Background: an optimization exercise with open tools, aiming at small area and a short achievable clock period. Do not read the settings as production practice.
Where RTL was checked, it was by simulation tests only, not by an equivalence proof against the original.
The RTL of run 1 was laid out without a check of its function.
Power figures rest on the tool's default switching activity, not on a simulated workload.

File: flow/standard.sh
#!/bin/bash
# synth_recipe.tcl (not shown) runs the flow's synth.tcl, then flattens the netlist and writes it again
# the make line also repeats each setting of config.mk as NAME=value (left out here)
make -C /OpenROAD-flow-scripts/flow DESIGN_CONFIG=/design/flow/config.mk WORK_HOME=/design/flow/orfs CLKGATE_MAP_FILE= SYNTH_SCRIPT=/design/flow/synth_recipe.tcl "${@:-finish}"
File: flow/constraint.sdc
create_clock -name core_clock -period 13.0 [get_ports {clk}]
set_input_delay 2.6000 -clock core_clock [delete_from_list [all_inputs] [get_ports {clk}]]
set_output_delay 2.6000 -clock core_clock [all_outputs]
set_load 0.01 [all_outputs]
File: flow/config.mk
export PLATFORM = sky130hd
export DESIGN_NAME = mips_pipeline
export DESIGN_NICKNAME = mips_pipeline
export VERILOG_FILES = /design/flow/design.v
export SDC_FILE = /design/flow/constraint.sdc
export NUM_CORES = 4
export LEC_CHECK = 0
export CAP_MARGIN = 20
export CORE_MARGIN = 2
export CORE_UTILIZATION = 30
export PLACE_DENSITY = 0.45
export SETUP_SLACK_MARGIN = 0.1
export SLEW_MARGIN = 20
File: flow/design.v
module reg_file (
    input clk,
    input rst,
    input we,
    input [4:0] wa,
    input [31:0] wd,
    input [4:0] ra1,
    input [4:0] ra2,
    output [31:0] rd1,
    output [31:0] rd2
);
    reg [31:0] r [1:31];
    reg [31:1] valid;
    genvar i;
    generate
        for (i = 1; i < 32; i = i + 1) begin : g_reg
            always @(posedge clk)
                if (we && wa == i)
                    r[i] <= wd;
        end
    endgenerate
    always @(posedge clk or posedge rst)
        if (rst)
            valid <= 31'b0;
        else if (we)
            valid[wa] <= 1'b1;
    reg [31:0] o1, o2;
    integer k;
    always @(*) begin
        o1 = 32'b0;
        o2 = 32'b0;
        for (k = 1; k < 32; k = k + 1) begin
            o1 = o1 | ({32{(ra1 == k) & valid[k]}} & r[k]);
            o2 = o2 | ({32{(ra2 == k) & valid[k]}} & r[k]);
        end
    end
    assign rd1 = o1;
    assign rd2 = o2;
endmodule
module mips_pipeline (
    input clk,
    input rst,
    input [31:0] inst,
    input  [31:0] data_in,
    output mem_read,
    output mem_write,
    output [31:0] inst_adr,
    output [31:0] data_adr,
    output [31:0] data_out
);
    reg [31:0] pc;
    reg [31:0] ifid_inst;
    reg        ifid_v;           
    reg [31:0] idex_a, idex_b, idex_sd;
    reg [4:0]  idex_rw;
    reg        idex_rwe, idex_mr, idex_mw;
    reg        idex_cin, idex_add, idex_slt, idex_sgn, idex_sr, idex_sl, idex_sra;
    reg [1:0]  idex_lop;
    reg [31:0] exmem_y, exmem_sd;
    reg [4:0]  exmem_rw;
    reg        exmem_rwe, exmem_mr, exmem_mw;
    wire [5:0]  op  = ifid_inst[31:26];
    wire [4:0]  rs  = ifid_inst[25:21];
    wire [4:0]  rt  = ifid_inst[20:16];
    wire [4:0]  rd  = ifid_inst[15:11];
    wire [4:0]  sh  = ifid_inst[10:6];
    wire [5:0]  fn  = ifid_inst[5:0];
    wire [15:0] imm = ifid_inst[15:0];
    wire rtype  = (op == 6'h00);
    wire i_jr   = rtype & (fn == 6'h08);
    wire i_jalr = rtype & (fn == 6'h09);
    wire i_j    = (op == 6'h02);
    wire i_jal  = (op == 6'h03);
    wire i_beq  = (op == 6'h04);
    wire i_bne  = (op == 6'h05);
    wire i_lw   = (op == 6'h23);
    wire i_sw   = (op == 6'h2b);
    wire i_addi = (op == 6'h08);
    wire i_addiu= (op == 6'h09);
    wire i_slti = (op == 6'h0a);
    wire i_sltiu= (op == 6'h0b);
    wire i_andi = (op == 6'h0c);
    wire i_ori  = (op == 6'h0d);
    wire i_xori = (op == 6'h0e);
    wire i_lui  = (op == 6'h0f);
    wire r_and  = rtype & (fn == 6'h24);
    wire r_or   = rtype & (fn == 6'h25);
    wire r_xor  = rtype & (fn == 6'h26);
    wire r_nor  = rtype & (fn == 6'h27);
    wire r_add  = rtype & (fn[5:1] == 5'b10000);    
    wire r_sub  = rtype & (fn[5:1] == 5'b10001);    
    wire r_slt  = rtype & (fn == 6'h2a);
    wire r_sltu = rtype & (fn == 6'h2b);
    wire r_sll  = rtype & ((fn == 6'h00) | (fn == 6'h04));
    wire r_srl  = rtype & ((fn == 6'h02) | (fn == 6'h06));
    wire r_sra  = rtype & ((fn == 6'h03) | (fn == 6'h07));
    wire r_shim = rtype & ((fn == 6'h00) | (fn == 6'h02) | (fn == 6'h03));
    wire link   = i_jal | i_jalr;
    wire imm_b  = i_lw | i_sw | i_addi | i_addiu | i_slti | i_sltiu | i_andi | i_ori | i_xori;
    wire sgn_imm= i_addi | i_slti | i_andi | i_ori | i_xori;
    wire inv_b  = r_sub | r_slt | r_sltu | i_slti | i_sltiu;
    wire d_rwe_raw = (rtype & ~i_jr) | i_jal | i_lw | i_addi | i_addiu | i_slti |
                     i_sltiu | i_andi | i_ori | i_xori | i_lui;
    wire [4:0] d_rw = i_jal ? 5'd31 : (rtype ? rd : rt);
    wire [31:0] rf1, rf2;
    wire [31:0] mval = exmem_mr ? data_in : exmem_y;
    reg_file RF (
        .clk(clk), .rst(rst),
        .we(exmem_rwe), .wa(exmem_rw), .wd(mval),
        .ra1(rs), .ra2(rt),
        .rd1(rf1), .rd2(rf2)
    );
    wire [31:0] alu_y;
    wire f1ex  = idex_rwe  & (idex_rw  == rs);
    wire f1mem = exmem_rwe & (exmem_rw == rs);
    wire f2ex  = idex_rwe  & (idex_rw  == rt);
    wire f2mem = exmem_rwe & (exmem_rw == rt);
    wire s1d = ~f1ex & f1mem & exmem_mr;            
    wire s2d = ~f2ex & f2mem & exmem_mr;
    wire [31:0] v1n = f1ex ? alu_y : f1mem ? exmem_y : rf1;    
    wire [31:0] v2n = f2ex ? alu_y : f2mem ? exmem_y : rf2;
    wire [31:0] v1 = s1d ? data_in : v1n;
    wire [31:0] v2 = s2d ? data_in : v2n;
    wire stall = idex_mr & ((idex_rw == rs) | (idex_rw == rt));
    wire [31:0] kd = s1d ? v2n : v1n;
    wire eq_d  = (data_in == kd);
    wire eq_n  = (v1n == v2n);
    wire eq    = (s1d & s2d) | ((s1d | s2d) ? eq_d : eq_n);
    wire jmp   = ifid_v & (i_j | i_jal | i_jr | i_jalr);
    wire isbeq = ifid_v & i_beq;
    wire isbne = ifid_v & i_bne;
    wire [31:0] pc4   = pc + 32'd4;                        
    wire [31:0] sext  = {{16{imm[15]}}, imm};
    wire [31:0] bt    = pc + {sext[29:0], 2'b00};
    wire [31:0] jt    = (i_jr | i_jalr) ? v1 : {pc[31:28], ifid_inst[25:0], 2'b00};
    wire [31:0] pc_jn = jmp ? jt : pc4;
    wire [31:0] pc_e1 = stall ? pc : isbeq ? bt : pc_jn;
    wire [31:0] pc_e0 = stall ? pc : isbne ? bt : pc_jn;
    wire v_e1 = stall ? ifid_v : ~(jmp | isbeq);
    wire v_e0 = stall ? ifid_v : ~(jmp | isbne);
    wire [31:0] ext = sgn_imm ? sext : {16'b0, imm};
    wire [31:0] d_a = link  ? pc :
                      i_lui ? {imm, 16'b0} :
                      r_shim ? {27'b0, sh} : v1;
    wire [31:0] bsel = imm_b ? ext : v2;
    wire [31:0] v2r, slr, srr;
    genvar gi;
    generate
        for (gi = 0; gi < 32; gi = gi + 1) begin : g_rev
            assign v2r[gi] = v2[31-gi];
            assign slr[gi] = srr[31-gi];
        end
    endgenerate
    wire [31:0] d_b = (link | i_lui) ? 32'b0 :
                      r_sll ? v2r :
                      inv_b ? ~bsel : bsel;
    wire d_add = r_add | r_sub | i_lw | i_sw | i_addi | i_addiu;
    wire d_slt = r_slt | r_sltu | i_slti | i_sltiu;
    wire d_sgn = r_slt | i_slti;
    wire [1:0] d_lop = (r_or | i_ori | i_lui | link) ? 2'b01 :
                       (r_xor | i_xori) ? 2'b10 :
                       r_nor ? 2'b11 : 2'b00;
    wire ctl_ok = ifid_v & ~stall;
    wire [33:0] sum34 = {1'b0, idex_a, idex_cin} + {1'b0, idex_b, idex_cin};
    wire [31:0] sum = sum34[32:1];
    wire c32 = sum34[33];
    wire lt = idex_sgn ? (idex_a[31] ^ idex_b[31] ^ c32) : ~c32;
    wire [31:0] lres = (idex_lop == 2'b00) ? (idex_a & idex_b) :
                       (idex_lop == 2'b01) ? (idex_a | idex_b) :
                       (idex_lop == 2'b10) ? (idex_a ^ idex_b) : ~(idex_a | idex_b);
    wire [63:0] sr64 = {{32{idex_sra & idex_b[31]}}, idex_b} >> idex_a[4:0];
    assign srr = sr64[31:0];
    assign alu_y = idex_add ? sum :
                   idex_slt ? {31'b0, lt} :
                   idex_sr  ? srr :
                   idex_sl  ? slr : lres;
    always @(posedge clk or posedge rst) begin
        if (rst) begin
            pc <= 32'b0;
            ifid_v <= 1'b0;
            idex_rwe <= 1'b0; idex_mr <= 1'b0; idex_mw <= 1'b0;
            exmem_rwe <= 1'b0; exmem_mr <= 1'b0; exmem_mw <= 1'b0;
        end else begin
            pc <= eq ? pc_e1 : pc_e0;
            ifid_v <= eq ? v_e1 : v_e0;
            idex_rwe <= ctl_ok & d_rwe_raw & (d_rw != 5'd0);
            idex_mr  <= ctl_ok & i_lw;
            idex_mw  <= ctl_ok & i_sw;
            exmem_rwe <= idex_rwe;
            exmem_mr  <= idex_mr;
            exmem_mw  <= idex_mw;
        end
    end
    always @(posedge clk) begin
        if (!stall)
            ifid_inst <= inst;
        idex_a   <= d_a;
        idex_b   <= d_b;
        idex_sd  <= v2;
        idex_rw  <= d_rw;
        idex_add <= d_add;
        idex_slt <= d_slt;
        idex_cin <= inv_b;
        idex_sgn <= d_sgn;
        idex_sr  <= r_srl | r_sra;
        idex_sl  <= r_sll;
        idex_sra <= r_sra;
        idex_lop <= d_lop;
        exmem_y  <= alu_y;
        exmem_sd <= idex_sd;
        exmem_rw <= idex_rw;
    end
    assign inst_adr = pc;
    assign mem_read = exmem_mr;
    assign mem_write = exmem_mw;
    assign data_adr = exmem_y;
    assign data_out = exmem_sd;
endmodule
File: flow/flow/run.sh
#!/bin/bash
set -euo pipefail
bash standard.sh SETUP_SLACK_MARGIN=9 CORE_UTILIZATION=55 PLACE_DENSITY=0.65 finish > flow_make.log 2>&1
==> out/metrics.csv, run 1 <==
metric,value,unit
status,aborted with a tool error,
Failed at,5_1_grt,
Run Error,[ERROR GRT-0232] Routing congestion too high. Check the congestion heatmap in the GUI.,
compound-gate portion of the synthesized area,0.1744,
Post-synth EDFFs,1024,
I/O Buffers,163,
Synth Area in Adders,0.01980,
hpwl dp,288700,um
Synthesized Nets,6647,
sequential share of the synthesized area,0.5229,
synth warn,3,
mux cell area share after synthesis,0.04309,
hold buffers post-CTS,0,
syn_area_per_cell,10.66,um^2
CTS buffer count,135,
Post-Synth XOR/XNOR Area,0.02234,
synthesized netlist cell count,6473,
largest net degree at the start of global routing,83,
share of flip-flops with an asynchronous set or reset,0.05499,
Simple-Gate Fraction of Synth Area,0.1795,
Die Y,358.2,um
Mapped Area,69010,um^2
Main synth FF type,edfxtp_1,
# IOs,164,
Seq cells post-synth,1273,
starting density of the core,0.5560,
Overflow after GRT,9,
CTS sink cnt,1273,
CTS root buffer,clkbuf_16,
gpl congestion,1.208,
DP Cell Count,8058,
Synth cell types,96,
row count,129,
# H-tree levels,4,
Chip Width,358.2,um
GRT Total Usage,0.7935,
clk buf depth,3,
largest family of logic cells by synthesized area,simple AND/OR/NAND/NOR gates,
==> per-stage QoR <==
stage	cell area, um^2	setup slack [ns]	power, uW	util	hold slack [ns]
2_1_floorplan	69080	7.733	6272	-	0.3096
3_3_place_gp	73420	5.685	7512	0.5915	0.3102
3_5_place_dp	73420	5.662	7553	0.5915	0.3121
4_1_cts	84040	7.187	11920	0.6771	0.3246
==> layer usage <==
| layer | GRT overflow | global-route usage |
|---|---|---|
| met5 | 0 | 0.4489 |
| met4 | 9 | 0.7951 |
| met3 | 0 | 0.6746 |
| met2 | 0 | 0.9171 |
| met1 | 0 | 0.7950 |
==> power groups by stage <==
stage          sequential [uW]  clock, uW  combinational, uW
4_1_cts                   4810       4080               3030
2_1_floorplan             4840          0               1430
3_5_place_dp              4980          0               2570
3_3_place_gp              4980          0               2530
==> cell usage after synthesis (70+ instances only) <==
master | n | area [um^2]
clkbuf_1 | 411 | 1543
ha_1 | 106 | 1326
edfxtp_1 | 1024 | 30750
nor3_1 | 112 | 560.5
nand2_1 | 588 | 2207
or3_1 | 96 | 600.6
a21oi_1 | 162 | 810.8
mux2i_1 | 107 | 1071
o21ai_0 | 208 | 1041
dfxtp_1 | 179 | 3583
nand4_1 | 311 | 1946
a22oi_1 | 319 | 2395
a211oi_1 | 82 | 615.6
dfrtp_1 | 70 | 1752
nand3_1 | 307 | 1536
inv_1 | 141 | 529.3
and3_1 | 162 | 1013
xor2_1 | 78 | 683.2
nor2_1 | 421 | 1580
mux2_2 | 71 | 799.5
and2_1 | 80 | 500.5
xnor2_1 | 98 | 858.3
o2111ai_1 | 91 | 797.0
==> how the worst min path moves through the flow <==
stage,end,cells past startpoint,startpoint,slack [ns]
after floorplan,exmem_sd[0],0,idex_sd[0],0.31
after global placement,exmem_sd[21],0,idex_sd[21],0.31
after detailed placement,exmem_sd[14],0,idex_sd[14],0.31
after CTS,exmem_sd[28],0,idex_sd[28],0.32
==> cell families after synthesis <==
kind of cell / after synthesis
compound gates: 1617
simple gates: 2407
xor+xnor: 176
fa+ha+maj: 108
buf+inv: 664
mux: 228
flops: 1273
==> repair_timing <==
| item | in CTS |
|---|---|
| gates cloned | 25 |
| hold endpoints to repair | 0 |
| endpoints found under the setup margin | 269 |
| gates resized for setup | 1203 |
| pin swaps | 115 |
| buffers inserted | 228 |
==> run 2, diff against run 1 <==
--- a/flow/design.v
+++ b/flow/design.v
@@ -115,29 +115,18 @@
     wire f1mem = exmem_rwe & (exmem_rw == rs);
     wire f2ex  = idex_rwe  & (idex_rw  == rt);
     wire f2mem = exmem_rwe & (exmem_rw == rt);
-    wire s1d = ~f1ex & f1mem & exmem_mr;            
-    wire s2d = ~f2ex & f2mem & exmem_mr;
-    wire [31:0] v1n = f1ex ? alu_y : f1mem ? exmem_y : rf1;    
-    wire [31:0] v2n = f2ex ? alu_y : f2mem ? exmem_y : rf2;
-    wire [31:0] v1 = s1d ? data_in : v1n;
-    wire [31:0] v2 = s2d ? data_in : v2n;
+    wire [31:0] v1 = f1ex ? alu_y : f1mem ? mval : rf1;
+    wire [31:0] v2 = f2ex ? alu_y : f2mem ? mval : rf2;
     wire stall = idex_mr & ((idex_rw == rs) | (idex_rw == rt));
-    wire [31:0] kd = s1d ? v2n : v1n;
-    wire eq_d  = (data_in == kd);
-    wire eq_n  = (v1n == v2n);
-    wire eq    = (s1d & s2d) | ((s1d | s2d) ? eq_d : eq_n);
+    wire eq    = (v1 == v2);
     wire jmp   = ifid_v & (i_j | i_jal | i_jr | i_jalr);
-    wire isbeq = ifid_v & i_beq;
-    wire isbne = ifid_v & i_bne;
+    wire br    = ifid_v & ((i_beq & eq) | (i_bne & ~eq));
+    wire taken = jmp | br;
     wire [31:0] pc4   = pc + 32'd4;                        
     wire [31:0] sext  = {{16{imm[15]}}, imm};
     wire [31:0] bt    = pc + {sext[29:0], 2'b00};
     wire [31:0] jt    = (i_jr | i_jalr) ? v1 : {pc[31:28], ifid_inst[25:0], 2'b00};
-    wire [31:0] pc_jn = jmp ? jt : pc4;
-    wire [31:0] pc_e1 = stall ? pc : isbeq ? bt : pc_jn;
-    wire [31:0] pc_e0 = stall ? pc : isbne ? bt : pc_jn;
-    wire v_e1 = stall ? ifid_v : ~(jmp | isbeq);
-    wire v_e0 = stall ? ifid_v : ~(jmp | isbne);
+    wire [31:0] pc_nx = br ? bt : (jmp ? jt : pc4);
     wire [31:0] ext = sgn_imm ? sext : {16'b0, imm};
     wire [31:0] d_a = link  ? pc :
                       i_lui ? {imm, 16'b0} :
@@ -181,8 +170,10 @@
             idex_rwe <= 1'b0; idex_mr <= 1'b0; idex_mw <= 1'b0;
             exmem_rwe <= 1'b0; exmem_mr <= 1'b0; exmem_mw <= 1'b0;
         end else begin
-            pc <= eq ? pc_e1 : pc_e0;
-            ifid_v <= eq ? v_e1 : v_e0;
+            if (!stall) begin
+                pc <= pc_nx;
+                ifid_v <= ~taken;
+            end
             idex_rwe <= ctl_ok & d_rwe_raw & (d_rw != 5'd0);
             idex_mr  <= ctl_ok & i_lw;
             idex_mw  <= ctl_ok & i_sw;
==> flow/run.sh (new file) <==
#!/bin/bash
# synth_recipe.tcl (not shown) runs the flow's synth.tcl, then flattens the netlist and writes it again
# the make line also repeats each setting of config.mk as NAME=value (left out here)
make -C /OpenROAD-flow-scripts/flow DESIGN_CONFIG=/design/flow/config.mk WORK_HOME=/design/flow/orfs CLKGATE_MAP_FILE= SYNTH_SCRIPT=/design/flow/synth_recipe.tcl finish
removed: flow/flow/run.sh
removed: flow/standard.sh
==> run 2 against run 1 <==
Against the previous run:
- the layout now fails its checks (antenna rules)
- synthesized area down 2.7%
- synthesized cell count down 5.2%
==> out/metrics.csv, run 2 <==
metric,value,unit,change
via density per instance,7.330,,
status,finished with violations,,
Worst setup SP type,flop,,
Largest Register,RF.r,,
Achievable Freq,118.6,MHz,
CTS buffer count,155,,+15%
RSZ-0062 raised after global routing,no,,
Mapped Area,67120,um^2,-2.7%
fill count,22010,,
Final Cycle Share,0.6486,,
Slew Limit Fails,0,,
CTS sink cnt,1273,,unchanged
P_leak,0.02722,uW,
max-cap violations,0,,
Die ar.,227500,um^2,
Final setup viols,0,,
Overflow after GRT,0,,
row count,173,,+34%
synth warn,3,,unchanged
total core area,222300,um^2,
crit end category,flop,,
largest net degree at the start of global routing,59,,
Synth top area share,0.4581,,+0.01258
most frequent cells in the layout,"edfxtp_1, nand2_1, nand4_1, a22oi_1, buf_4",,
power density cells,155.4,nW/um^2,
top-count cell post-synth,edfxtp_1,,
multi-input logic area,29040,um^2,
# H-tree levels,4,,unchanged
CTS resizes,0,,-100%
CTS root buffer,clkbuf_16,,
share of flip-flops with an asynchronous set or reset,0.05499,,unchanged
Yosys top cell by area,edfxtp_1,,
drt wl/cell,52.41,um,
WL final,499600,um,
Post-synth EDFFs,1024,,unchanged
"Cell Count, Final, Fillers Out",9532,,
Arrival @ worst endpoint,9.17,ns,
Detailed Route Iter0 Violations,14990,,
Layout area overhead,18.40,%,
vias in the first global route,62680,,
Chip Width,477,um,+33%
Area contributors post-synth,"edfxtp_1, dfxtp_1, a22oi_1, nand4_1, nand2_1",,
GRT Total Usage,0.4230,,
I/O Buffers,163,,unchanged
top post-synthesis cells by count,"edfxtp_1, nand2_1, clkbuf_1, nand4_1, a22oi_1",,
Synthesized Nets,6310,,-5.1%
vias post-DR,69870,,
worst hold path type,flop to flop,,
clock latency on the worst-skew pair,0.88,ns,
# nets final,6504,,
Placed Area,73860,um^2,+0.59%
sequential share of the synthesized area,0.5376,,+0.01477
min cycle time layout,8.431,ns,
Die Y,477,um,+33%
syn_area_per_cell,10.94,um^2,+2.6%
Setup CP Type,flop to flop,,
Pre-antenna DRT Iters,10,,
register area,36100,um^2,
starting density of the core,0.3019,,-0.2541
layout cell share with drive strength beyond 1,0.1443,,
clk_skew,0.04414,ns,
antenna-violating nets left,1,,
Seq cells post-synth,1273,,unchanged
Final Util,0.3575,,
Fin Setup TNS,0,ns,
initial antenna violation count,82,,
CTS tree,done,,
# IOs,164,,unchanged
Largest register FFs,992,,
gpl congestion,1.109,,-8.2%
final hold vios,0,,
Max-slew headroom,0.09584,,
design area,79470,um^2,
Post-CTS Setup Repair Bufs,0,,-100%
Worst Path Max Fanout,49,,
clk buf depth,3,,unchanged
DP Cell Count,9145,,+13%
Violated Checks,antenna rules,,
first-pass GRT wire length,639300,um,
hold buffers post-CTS,0,,unchanged
actual slew at the worst max-slew pin,1.356,ns,
"most common cell after layout, fill and taps aside",edfxtp_1,,
Main synth FF type,edfxtp_1,,
critical path required time,13.73,ns,
synthesized netlist cell count,6136,,-5.2%
hpwl dp,335500,um,+16%
DR DRC count,0,,
peak supply drop,0.1382,mV,
clock slew at reported path FFs,0.06,ns,
Hold WS,0.3255,ns,
Synth cell types,110,,+15%
run 2: per-layer routing:
layer,track usage,up-vias,routed length (um)
met4,0.2944,34,44490
met1,0.5265,35300,185000
met2,0.5695,7498,193900
met3,0.1992,2166,75470
met5,0.01870,-,706
li1,-,24880,-
run 2: area by class of cell:
cell class                 instances  share of cell area
tap                             2975             0.04684
sequential                      1273              0.4542
multi-input combinational       4214              0.3654
timing repair buffer             536             0.05644
clock buffer                     194             0.05216
clock inverter                    94             0.01477
antenna                           96            0.003023
inverter                         150            0.007132
run 2: worst max-delay path, stage by stage, from the launching register on:
cell,delay (ns)
edfxtp_1,0.47
buf_4,0.73
and3b_1,0.26
buf_4,0.23
nand2_1,0.76
o2111ai_1,0.25
or4_1,0.57
nor3_1,0.99
o22ai_1,0.55
nor3b_1,0.29
a2111oi_0,0.35
o2111ai_1,0.21
nor4_2,0.65
o2111ai_1,0.29
nor3_2,0.23
nand4_1,0.17
mux2_4,0.55
nand2b_4,0.34
o221a_2,0.31
run 2: worst paths after layout:
path | start | end | slack, ns | depth (start not counted)
min | idex_sd[12] | exmem_sd[12] | 0.33 | 0
max in group asynchronous | rst | pc[20] | 9.67 | 3
max | ifid_inst[16] | pc[23] | 4.57 | 18
max reg2reg | ifid_inst[16] | pc[23] | 4.57 | 18
min in group asynchronous | rst | RF.valid[1] | 2.13 | 2
min reg2reg | idex_sd[12] | exmem_sd[12] | 0.33 | 0
run 2: where the power goes:
| group | total [uW] | switching (uW) | internal, uW |
|---|---|---|---|
| Clock | 4680 | 2020 | 2650 |
| Sequential | 4900 | 316 | 4590 |
| Combinational | 2770 | 1910 | 859 |
| Total | 12300 | 4250 | 8100 |
run 2: through the flow:
stage | power, uW | worst slack (ns)
floorplan | 6148 | 7.230
global placement | 7574 | 4.339
detailed placement | 7568 | 4.618
CTS | 12160 | 4.684
global route | 12510 | 4.632
finish | 12350 | 4.569
run 2: cell families (layout without fill, tap and decap cells):
group / count (synthesis) / after routing / share of synthesized area
flip-flops: 1273 / 1273 / 0.5376
multiplexers: 161 / 161 / 0.03327
AO/OA/AOI/OAI: 1529 / 1529 / 0.1718
other: 0 / 96 / 0
buffers and inverters: 649 / 974 / 0.03974
XOR/XNOR: 148 / 148 / 0.01931
adder cells (fa/ha/maj): 108 / 108 / 0.02036
AND/OR/NAND/NOR: 2268 / 2268 / 0.1779

port drivers added, routing unchanged:
No port has a modelled driver above. Below, the same layout with a new extraction and two added sets of constraints.
Step 1 (the two cells are an assumption about what drives the block):
set clk [get_ports {clk}]
set_driving_cell -lib_cell sky130_fd_sc_hd__clkbuf_16 $clk
set_driving_cell -lib_cell sky130_fd_sc_hd__buf_2 [delete_from_list [all_inputs] $clk]
Step 2 moves the port delays by t, midway between the first and last clock arrival at a register: inputs arrive t later, outputs are due t later. That takes back most of the time a late clock gives input paths.
Slacks: ideal / step 1 / step 2; pairs: ideal / step 1.
run: run 2
t (ns): 0.964
slack for setup (ns): 4.569 / 4.569 / 4.411
worst register clock-pin slew, ns: 0.07 / 0.07
worst data-port slew with drivers (ns): 0.09
For run 2, drivers alone change the setup slack by 0.000 ns; drivers and shift together by -0.158 ns.
